What follows belongs to an exercise in optimizing a design on an open flow for small area, a short achievable clock period and few clock cycles; a production flow would make more cautious choices. At most, simulation tests tie the RTL to the original design; equivalence was not proved. No activity file was given, so power comes from the tool's default toggle rates.

==> trial 73: inputs <==
Design cpu, start of the top module:
module cpu (
  output [15:0] imem_addr,
  input  [15:0] imem_rdata,
  output [15:0] dmem_addr,
  input  [15:0] dmem_rdata,
  output [15:0] dmem_wdata,
  output        dmem_write,
  input         start,
  input         stop,
  input         CLK,
  input         RSTN
  );
  reg  [15:0] pc;         
  reg         run;        
  reg  [15:0] ir;         
  reg         rv;         
  reg  [15:0] ra, rb;     
  reg         e_st;       
  reg         e_wen;      
  reg         e_mlt;      
  reg         e_ld, e_sgt;
  reg  [2:0]  e_dst;
  reg  [127:0] rf;        
  reg  [7:0]  rvld;       
  reg  [7:0]  zf;         
  reg         e_add;      
  wire [1:0] op = ir[15:14];
  wire [2:0] fd = ir[13:11];
  wire [2:0] fs = ir[10:8];
  wire [2:0] ft = ir[7:5];
  wire [4:0] fn = ir[4:0];
  wire [15:0] imm = {{8{ir[7]}}, ir[7:0]};
  wire op0   = (op == 2'b00);
  wire d_st  = op0 & (fd == 3'b000) & (fn == 5'b00000);
  wire d_ld  = op0 & (ft == 3'b000) & (fn == 5'b00001);
  wire d_add = op0 & (fn == 5'b00010);
  wire d_sgt = op0 & (fn == 5'b00100);
  wire d_mlt = op0 & (fn == 5'b00101);
  wire d_li  = (op == 2'b01) & (fs == 3'b000);
  wire d_b   = (op == 2'b10) & (fd == 3'b000) & (fs == 3'b000);
  wire d_bnz = (op == 2'b10) & (fd == 3'b001);
  wire d_bz  = (op == 2'b10) & (fd == 3'b010);
  wire [15:0] sum = ra + rb;
  wire gt = ra > rb;
  wire [15:0] res = ({16{e_ld}} & dmem_rdata) | {16{e_sgt & gt}} | ({16{e_add}} & sum);
  wire z_add = ((ra ^ rb) == {ra[14:0] | rb[14:0], 1'b0});
  wire z_ex  = e_sgt ? ~gt : z_add;
  wire [16:0] bx = {rb, 1'b0};
  wire [15:0] mul_s, mul_c;
  wire s1 = (rb[0] & ra[13]) ^ (rb[1] & ra[12]);
  wire c2 = (rb[0] & ra[13]) & (rb[1] & ra[12]);
  wire s3 = (rb[0] & ra[14]) ^ (rb[1] & ra[13]) ^ (rb[2] & ra[12]);
  ...
clock: 8.0 ns
lec_check: 0
cap_margin: 20
core_margin: 2
core_utilization: 40
place_density: 0.6
setup_slack_margin: 5
slew_margin: 20
run.sh (not shown) runs the stock make flow with config.mk's settings and CLKGATE_MAP_FILE= SYNTH_SCRIPT=/design/flow/synth_recipe.tcl, a recipe that flattens the netlist after the stock synthesis.
==> build 10 (differences from trial 73) <==
--- a/flow/design.v
+++ b/flow/design.v
@@ -18,13 +18,12 @@
   reg         e_st;       
   reg         e_wen;      
   reg         e_mlt;      
   reg         e_ld, e_sgt;
   reg  [2:0]  e_dst;
   reg  [127:0] rf;        
-  reg  [7:0]  rvld;       
   reg  [7:0]  zf;         
   reg         e_add;      
   wire [1:0] op = ir[15:14];
   wire [2:0] fd = ir[13:11];
   wire [2:0] fs = ir[10:8];
   wire [2:0] ft = ir[7:5];
@@ -38,17 +37,28 @@
   wire d_mlt = op0 & (fn == 5'b00101);
   wire d_li  = (op == 2'b01) & (fs == 3'b000);
   wire d_b   = (op == 2'b10) & (fd == 3'b000) & (fs == 3'b000);
   wire d_bnz = (op == 2'b10) & (fd == 3'b001);
   wire d_bz  = (op == 2'b10) & (fd == 3'b010);
   wire [15:0] sum = ra + rb;
-  wire gt = ra > rb;
+  reg [15:0] cg, cl;
+  integer q, r;
+  always @* begin
+    cg = ra & ~rb;
+    cl = ~ra & rb;
+    for (q = 1; q < 16; q = q * 2)
+      for (r = 15; r >= 0; r = r - 1)
+        if ((r % (2 * q)) == (2 * q - 1)) begin
+          cg[r] = cg[r] | (~cl[r] & cg[r - q]);
+          cl[r] = cl[r] | (~cg[r] & cl[r - q]);
+        end
+  end
+  wire gt = cg[15];
   wire [15:0] res = ({16{e_ld}} & dmem_rdata) | {16{e_sgt & gt}} | ({16{e_add}} & sum);
   wire z_add = ((ra ^ rb) == {ra[14:0] | rb[14:0], 1'b0});
   wire z_ex  = e_sgt ? ~gt : z_add;
-  wire [16:0] bx = {rb, 1'b0};
   wire [15:0] mul_s, mul_c;
   wire s1 = (rb[0] & ra[13]) ^ (rb[1] & ra[12]);
   wire c2 = (rb[0] & ra[13]) & (rb[1] & ra[12]);
   wire s3 = (rb[0] & ra[14]) ^ (rb[1] & ra[13]) ^ (rb[2] & ra[12]);
   wire c4 = ((rb[0] & ra[14]) & (rb[1] & ra[13])) | ((rb[0] & ra[14]) & (rb[2] & ra[12])) | ((rb[1] & ra[13]) & (rb[2] & ra[12]));
   wire s5 = (rb[3] & ra[11]) ^ (rb[4] & ra[10]);
@@ -260,69 +270,73 @@
   assign mul_s = {s209, s207, s205, s203, s201, s199, s197, s195, s193, s191, s189, s187, s185, (rb[2] & ra[0]), (rb[0] & ra[1]), (rb[0] & ra[0])};
   assign mul_c = {c208, c206, c204, c202, c200, c198, c196, c194, c192, c190, c188, c186, c184, s183, (rb[1] & ra[0]), 1'b0};
   wire [15:0] rf_s = rf[{fs, 4'b0000} +: 16];
   wire [15:0] rf_t = rf[{ft, 4'b0000} +: 16];
   wire fwd_s = e_wen & (e_dst == fs);
   wire fwd_t = e_wen & (e_dst == ft);
-  wire sa_f = ~e_mlt & ~d_li & fwd_s;
-  wire sa_r = ~e_mlt & ~d_li & ~fwd_s & rvld[fs];
-  wire sb_i = ~e_mlt & d_li;
-  wire sb_f = ~e_mlt & ~d_li & fwd_t;
-  wire sb_r = ~e_mlt & ~d_li & ~fwd_t & rvld[ft];
-  wire [15:0] ra_d = ({16{e_mlt}} & mul_s) | ({16{sa_f}} & res) | ({16{sa_r}} & rf_s);
-  wire [15:0] rb_d = ({16{e_mlt}} & mul_c) | ({16{sb_f}} & res) | ({16{sb_r}} & rf_t) |
-                     ({16{sb_i}} & imm);
-  wire zs = fwd_s ? z_ex : zf[fs];
+  wire busy = e_mlt;
+  wire sa_f = ~busy & ~d_li & fwd_s;
+  wire sa_r = ~busy & ~d_li & ~fwd_s & ~zf[fs];
+  wire sb_i = ~busy & d_li;
+  wire sb_f = ~busy & ~d_li & fwd_t;
+  wire sb_r = ~busy & ~d_li & ~fwd_t & ~zf[ft];
+  wire [15:0] ra_d = ({16{e_mlt}} & mul_s) |
+                     ({16{sa_f}} & res) | ({16{sa_r}} & rf_s);
+  wire [15:0] rb_d = ({16{e_mlt}} & mul_c) |
+                     ({16{sb_f}} & res) | ({16{sb_r}} & rf_t) | ({16{sb_i}} & imm);
   wire hazard = (d_bnz | d_bz) & e_wen & e_ld & (e_dst == fs);
-  wire taken  = d_b | (d_bnz & ~zs) | (d_bz & zs);
-  wire issue  = rv & run & ~e_mlt & ~hazard;
+  wire issue  = rv & run & ~busy & ~hazard;
   wire fetch  = ~rv | issue;
+  wire tk1 = issue & (d_b | d_bz);
+  wire tk0 = issue & (d_b | d_bnz);
   wire [8:0]  lo_t   = {1'b0, pc[7:0]} + {1'b0, ir[7:0]};
   wire [8:0]  lo_i   = {1'b0, pc[7:0]} + 9'd1;
   wire [7:0]  hi_inc = pc[15:8] + 8'd1;
   wire [7:0]  hi_dec = pc[15:8] - 8'd1;
   wire [15:0] pc_inc = {lo_i[8] ? hi_inc : pc[15:8], lo_i[7:0]};
   wire [15:0] target = {(lo_t[8] & ~ir[7]) ? hi_inc :
                         (~lo_t[8] & ir[7]) ? hi_dec : pc[15:8], lo_t[7:0]};
+  wire [15:0] pc_n  = fetch ? pc_inc : pc;
+  wire [15:0] pc_z1 = tk1 ? target : pc_n;
+  wire [15:0] pc_z0 = tk0 ? target : pc_n;
+  wire        rv_z1 = ~tk1 & (rv | fetch);
+  wire        rv_z0 = ~tk0 & (rv | fetch);
+  wire [15:0] pc_r  = zf[fs] ? pc_z1 : pc_z0;
+  wire        rv_r  = zf[fs] ? rv_z1 : rv_z0;
+  wire [15:0] pc_d  = ~fwd_s ? pc_r : z_ex ? pc_z1 : pc_z0;
+  wire        rv_d  = ~fwd_s ? rv_r : z_ex ? rv_z1 : rv_z0;
   always @(posedge CLK or negedge RSTN) begin
     if (!RSTN) begin
       pc    <= 16'h0000;
       run   <= 1'b0;
       rv    <= 1'b0;
       e_st  <= 1'b0;
       e_wen <= 1'b0;
       e_mlt <= 1'b0;
-      rvld  <= 8'h00;
       zf    <= 8'hff;
     end else begin
       if (start)
         run <= 1'b1;
       else if (stop)
         run <= 1'b0;
-      if (issue & taken) begin
-        pc <= target;
-        rv <= 1'b0;
-      end else if (fetch) begin
-        pc <= pc_inc;
-        rv <= 1'b1;
-      end
+      pc <= pc_d;
+      rv <= rv_d;
       e_st  <= issue & d_st;
       e_wen <= (issue & (d_ld | d_add | d_sgt | d_li)) | e_mlt;
       e_mlt <= issue & d_mlt;
       if (e_wen) begin
-        rvld[e_dst] <= 1'b1;
         zf[e_dst]   <= e_ld ? (dmem_rdata == 16'h0000) : z_ex;
       end
     end
   end
   always @(posedge CLK) begin
     if (fetch)
       ir <= imem_rdata;
     ra <= ra_d;
     rb <= rb_d;
-    if (e_mlt) begin
+    if (busy) begin
       e_ld  <= 1'b0;
       e_sgt <= 1'b0;
       e_add <= 1'b1;
     end else begin
       e_ld  <= d_ld;
       e_sgt <= d_sgt;
==> flow/flow/run.sh (new file) <==
#!/bin/bash
# The standard layout (standard.sh) with two changes:
#  - the port buffers are plain buf_1 cells rather than the delay buffers
#    buffer_ports picks itself;
#  - synthesis leaves adders to ABC instead of first extracting full and
#    half adder cells (ADDER_MAP_FILE empty), which maps the multiplier trees
#    and adders both smaller and faster. Registers are untouched by this.
set -euo pipefail
export BUFFER_PORTS_ARGS="-buffer_cell sky130_fd_sc_hd__buf_1"
bash standard.sh ADDER_MAP_FILE= finish > standard.log 2>&1
==> flow/standard.sh (new file) <==
#!/bin/bash
# synth_recipe.tcl (not shown) runs the flow's synth.tcl, then flattens the netlist and writes it again
# the make line also repeats each setting of config.mk as NAME=value (left out here)
make -C /OpenROAD-flow-scripts/flow DESIGN_CONFIG=/design/flow/config.mk WORK_HOME=/design/flow/orfs CLKGATE_MAP_FILE= SYNTH_SCRIPT=/design/flow/synth_recipe.tcl "${@:-finish}"
- CTS_BUF_LIST: unset -> sky130_fd_sc_hd__clkbuf_4 sky130_fd_sc_hd__clkbuf_8
- TNS_END_PERCENT: unset -> 0
removed: flow/run.sh
==> comparison table <==
                                                                           build 10               trial 73
Result of the run                                  no timing/DRC/antenna violations  no timing/DRC/antenna violations
Max stage delay cell, worst path                           sky130_fd_sc_hd__dfxtp_2  sky130_fd_sc_hd__fa_1
Combinational power share                                                     53.7%                  40.2%
Leakage power                                                               6.27 nW                7.17 nW
Mapped Avg Cell Area                                                     10.8 sq um             11.8 sq um
Number of fill cells                                                          3,260                  3,061
Largest net degree at the start of global routing                                42                     39
Height of the chip                                                           196 um                 196 um
Portion of netlist area occupied by mux cells                                 14.2%                  13.9%
ANT cells                                                                         2                      0
Area occupied by multi-input gates                                    0.00864 sq mm          0.00886 sq mm
Post-cts resize count                                                           128                    268
Time the final worst path needs with I/O delays and setup                   3120 ps                3970 ps
Maximum fanout along the worst path                                              10                      2
Syn Std Cell Area                                                      0.0147 sq mm           0.0147 sq mm
Area share of the largest cell type after synthesis                           30.1%                  30.1%
Initial antenna violation count                                                   2                      0
Sw power                                                                    2.15 mW                1.53 mW
First-pass GRT wire length                                                  69.5 mm                70.4 mm
Synth Area in Compound Gates                                                  9.77%                  8.00%
Combinational power                                                         2.85 mW                1.71 mW
Testbench counts of build 10, summed over its fixed seeds: cycles 32,251.
Only the layout flow was run in trial 73; the RTL was not checked for function there.

* * *

==> run Y <==
Another version of the RTL of cpu (not shown whole).
Settings: LEC_CHECK=0, CAP_MARGIN=20, CORE_MARGIN=2, CORE_UTILIZATION=40, CTS_BUF_LIST=sky130_fd_sc_hd__clkbuf_4 sky130_fd_sc_hd__clkbuf_8, CTS_CLUSTER_SIZE=30, PLACE_DENSITY=0.6, SETUP_SLACK_MARGIN=5, SLEW_MARGIN=20, TNS_END_PERCENT=0; clock period 8.0 ns.
standard.sh (not shown) runs the stock make flow with config.mk's settings and CLKGATE_MAP_FILE= SYNTH_SCRIPT=/design/flow/synth_recipe.tcl, a recipe that flattens the netlist after the stock synthesis.
==> flow/flow/run.sh <==
#!/bin/bash
# The standard layout (standard.sh), except that the port buffers are
# plain buf_1 cells rather than the delay buffers buffer_ports picks itself.
set -euo pipefail
export BUFFER_PORTS_ARGS="-buffer_cell sky130_fd_sc_hd__buf_1"
bash standard.sh > standard.log 2>&1
==> run G (differences from run Y) <==
CORE_UTILIZATION = 55   (was 40)
CTS_CLUSTER_SIZE = default   (was 30)
PLACE_DENSITY = 0.7   (was 0.6)
==> qor.yml <==
power_and_ir_drop:
  p_leak_nw: 6.536
  comb-power_w: 0.00144
finish:
  area_share_clock_buf_inv_pct: 4.794
  register_area_mm2: 0.006277
  clock_buffers: 51
setup_path:
  rrSetupSlack_ns: 4.70
  cp.required_ns: 8.44
  path_delay_family: "adder cells"
clock_tree:
  postCtsResizedCells: 80
min_path:
  min_to: "mq[0]$_DFF_P_"
  hold_path.startpoint: "rb[8]$_DFF_P_"
drt:
  vias: 10680
  routed_wirelength_um: 42650
sta:
  worst_slack_ns: 4.696
floorplan:
  cell_rows: 71
run_status:
  outcome: "no timing/DRC/antenna violations"
The numbers above come from run Y.

==> qor.yml <==
setup_path:
  path_delay_family: "simple AND/OR/NAND/NOR gates"
  cp.required_ns: 8.41
  rrSetupSlack_ns: 4.66
power_and_ir_drop:
  comb-power_w: 0.00145
  p_leak_nw: 6.604
run_status:
  outcome: "no timing/DRC/antenna violations"
finish:
  register_area_mm2: 0.006276
  area_share_clock_buf_inv_pct: 4.950
sta:
  worst_slack_ns: 4.660
drt:
  routed_wirelength_um: 41970
  vias: 11040
The numbers above come from run G.

Testbench counts of run Y, summed over its fixed seeds: cycles 33,795.
Testbench counts of run G, summed over its fixed seeds: cycles 33,795.

* * *

==> inputs of try-garnet <==
Another version of the RTL of cpu (not shown whole).
clock: 8.0 ns
lec_check: 0
cap_margin: 20
core_margin: 2
core_utilization: 40
place_density: 0.6
setup_slack_margin: 4.4
slew_margin: 20
run.sh (not shown) runs the stock make flow with config.mk's settings and CLKGATE_MAP_FILE= SYNTH_SCRIPT=/design/flow/synth_recipe.tcl, a recipe that flattens the netlist after the stock synthesis.
Stock flow here: none of the scripts above is used.
==> try-umber: changes against try-garnet <==
--- a/flow/config.mk
+++ b/flow/config.mk
@@ -10,4 +10,4 @@
 export CORE_UTILIZATION = 40
 export PLACE_DENSITY = 0.6
-export SETUP_SLACK_MARGIN = 4.4
+export SETUP_SLACK_MARGIN = 5
 export SLEW_MARGIN = 20
==> run notes <==
Run status: try-umber finished clean; try-garnet finished clean
Post-route design area: try-umber 20300 sq um; try-garnet 18100 sq um
Placed Cells: try-umber 1833; try-garnet 1835
Setup crit start: try-umber ir[0]$_DFFE_PP_; try-garnet ra[6]$_DFF_P_
Critical Path Fanout Max: try-umber 4; try-garnet 9
Endpoint of the worst-slack reg-to-reg timing path: try-umber pc[11]$_DFFE_PN0P_; try-garnet pc[15]$_DFFE_PN0P_
Wire length of the first global-routing pass: try-umber 68700 microns; try-garnet 65300 microns
Transition at the pin with the smallest max-transition slack: try-umber 1.19 ns; try-garnet 1.11 ns
Total length of routed wires: try-umber 47100 microns; try-garnet 43700 microns
Placed wire-length estimate: try-umber 30300 microns; try-garnet 31100 microns
Met3 Usage GRT: try-umber 4.19%; try-garnet 3.59%
Comb. pwr: try-umber 2.06 mW; try-garnet 1.52 mW
Met1 wire length: try-umber 19500 microns; try-garnet 18800 microns
Post-route worst hold slack: try-umber 0.375 ns; try-garnet 0.412 ns
Area of combinational cells with multiple inputs: try-umber 9320 sq um; try-garnet 8330 sq um
Number of CTS-inserted buffers: try-umber 25; try-garnet 26
Part of the power in combinational logic: try-umber 41.5%; try-garnet 33.0%
Growth of design area from synthesis to finish: try-umber 34.0%; try-garnet 19.7%
Fraction of area in registers: try-umber 32.3%; try-garnet 35.7%
Number of instances resized during post-cts repair: try-umber 251; try-garnet 65
Sequential power: try-umber 1.70 mW; try-garnet 1.72 mW
Clock tree skew after final layout: try-umber 0.0216 ns; try-garnet 0.0176 ns
ClkCell Share: try-umber 4.16%; try-garnet 5.38%
Clock network power consumption: try-umber 1.20 mW; try-garnet 1.36 mW
Power density of the placed cells: try-umber 245 nW/um^2; try-garnet 254 nW/um^2
Violation count after the first detailed-route iteration: try-umber 999; try-garnet 697
No functional check of the RTL was part of any run of this note.

what the ideal ports hide:
The results above use ideal ports. As a check the final layouts listed here were re-extracted and re-timed, cells and wires unchanged. Step 1: set_driving_cell puts a clkbuf_16 on CLK and a buf_2 on each other input, an assumption about the parent block. Step 2 adds t to the input delays and takes it off the output delays; t is the mean of the earliest and latest rising clock arrival at the registers after step 1. Input paths then give back, and output paths get back, about the clock's delay inside the block. Three values: ideal ports, drivers, drivers and shift; two values: the first two.
run | t (ns) | slack for setup (ns) | worst setup path at the end
trial 73 | 0.556 | 4.033 / 4.033 / 4.033 | register to register
build 10 | 0.583 | 4.884 / 4.837 / 4.772 | input to register
run Y | 0.611 | 4.696 / 4.696 / 4.205 | input to register
run G | 0.597 | 4.660 / 4.660 / 4.268 | input to register
try-garnet | 0.599 | 4.465 / 4.465 / 3.902 | input to register
try-umber | 0.579 | 4.613 / 4.613 / 4.463 | input to register
After both steps every run listed still meets setup and hold. The setup slack of try-garnet, which loses most, moves by 0.000 ns with the drivers and by -0.563 ns with both steps.
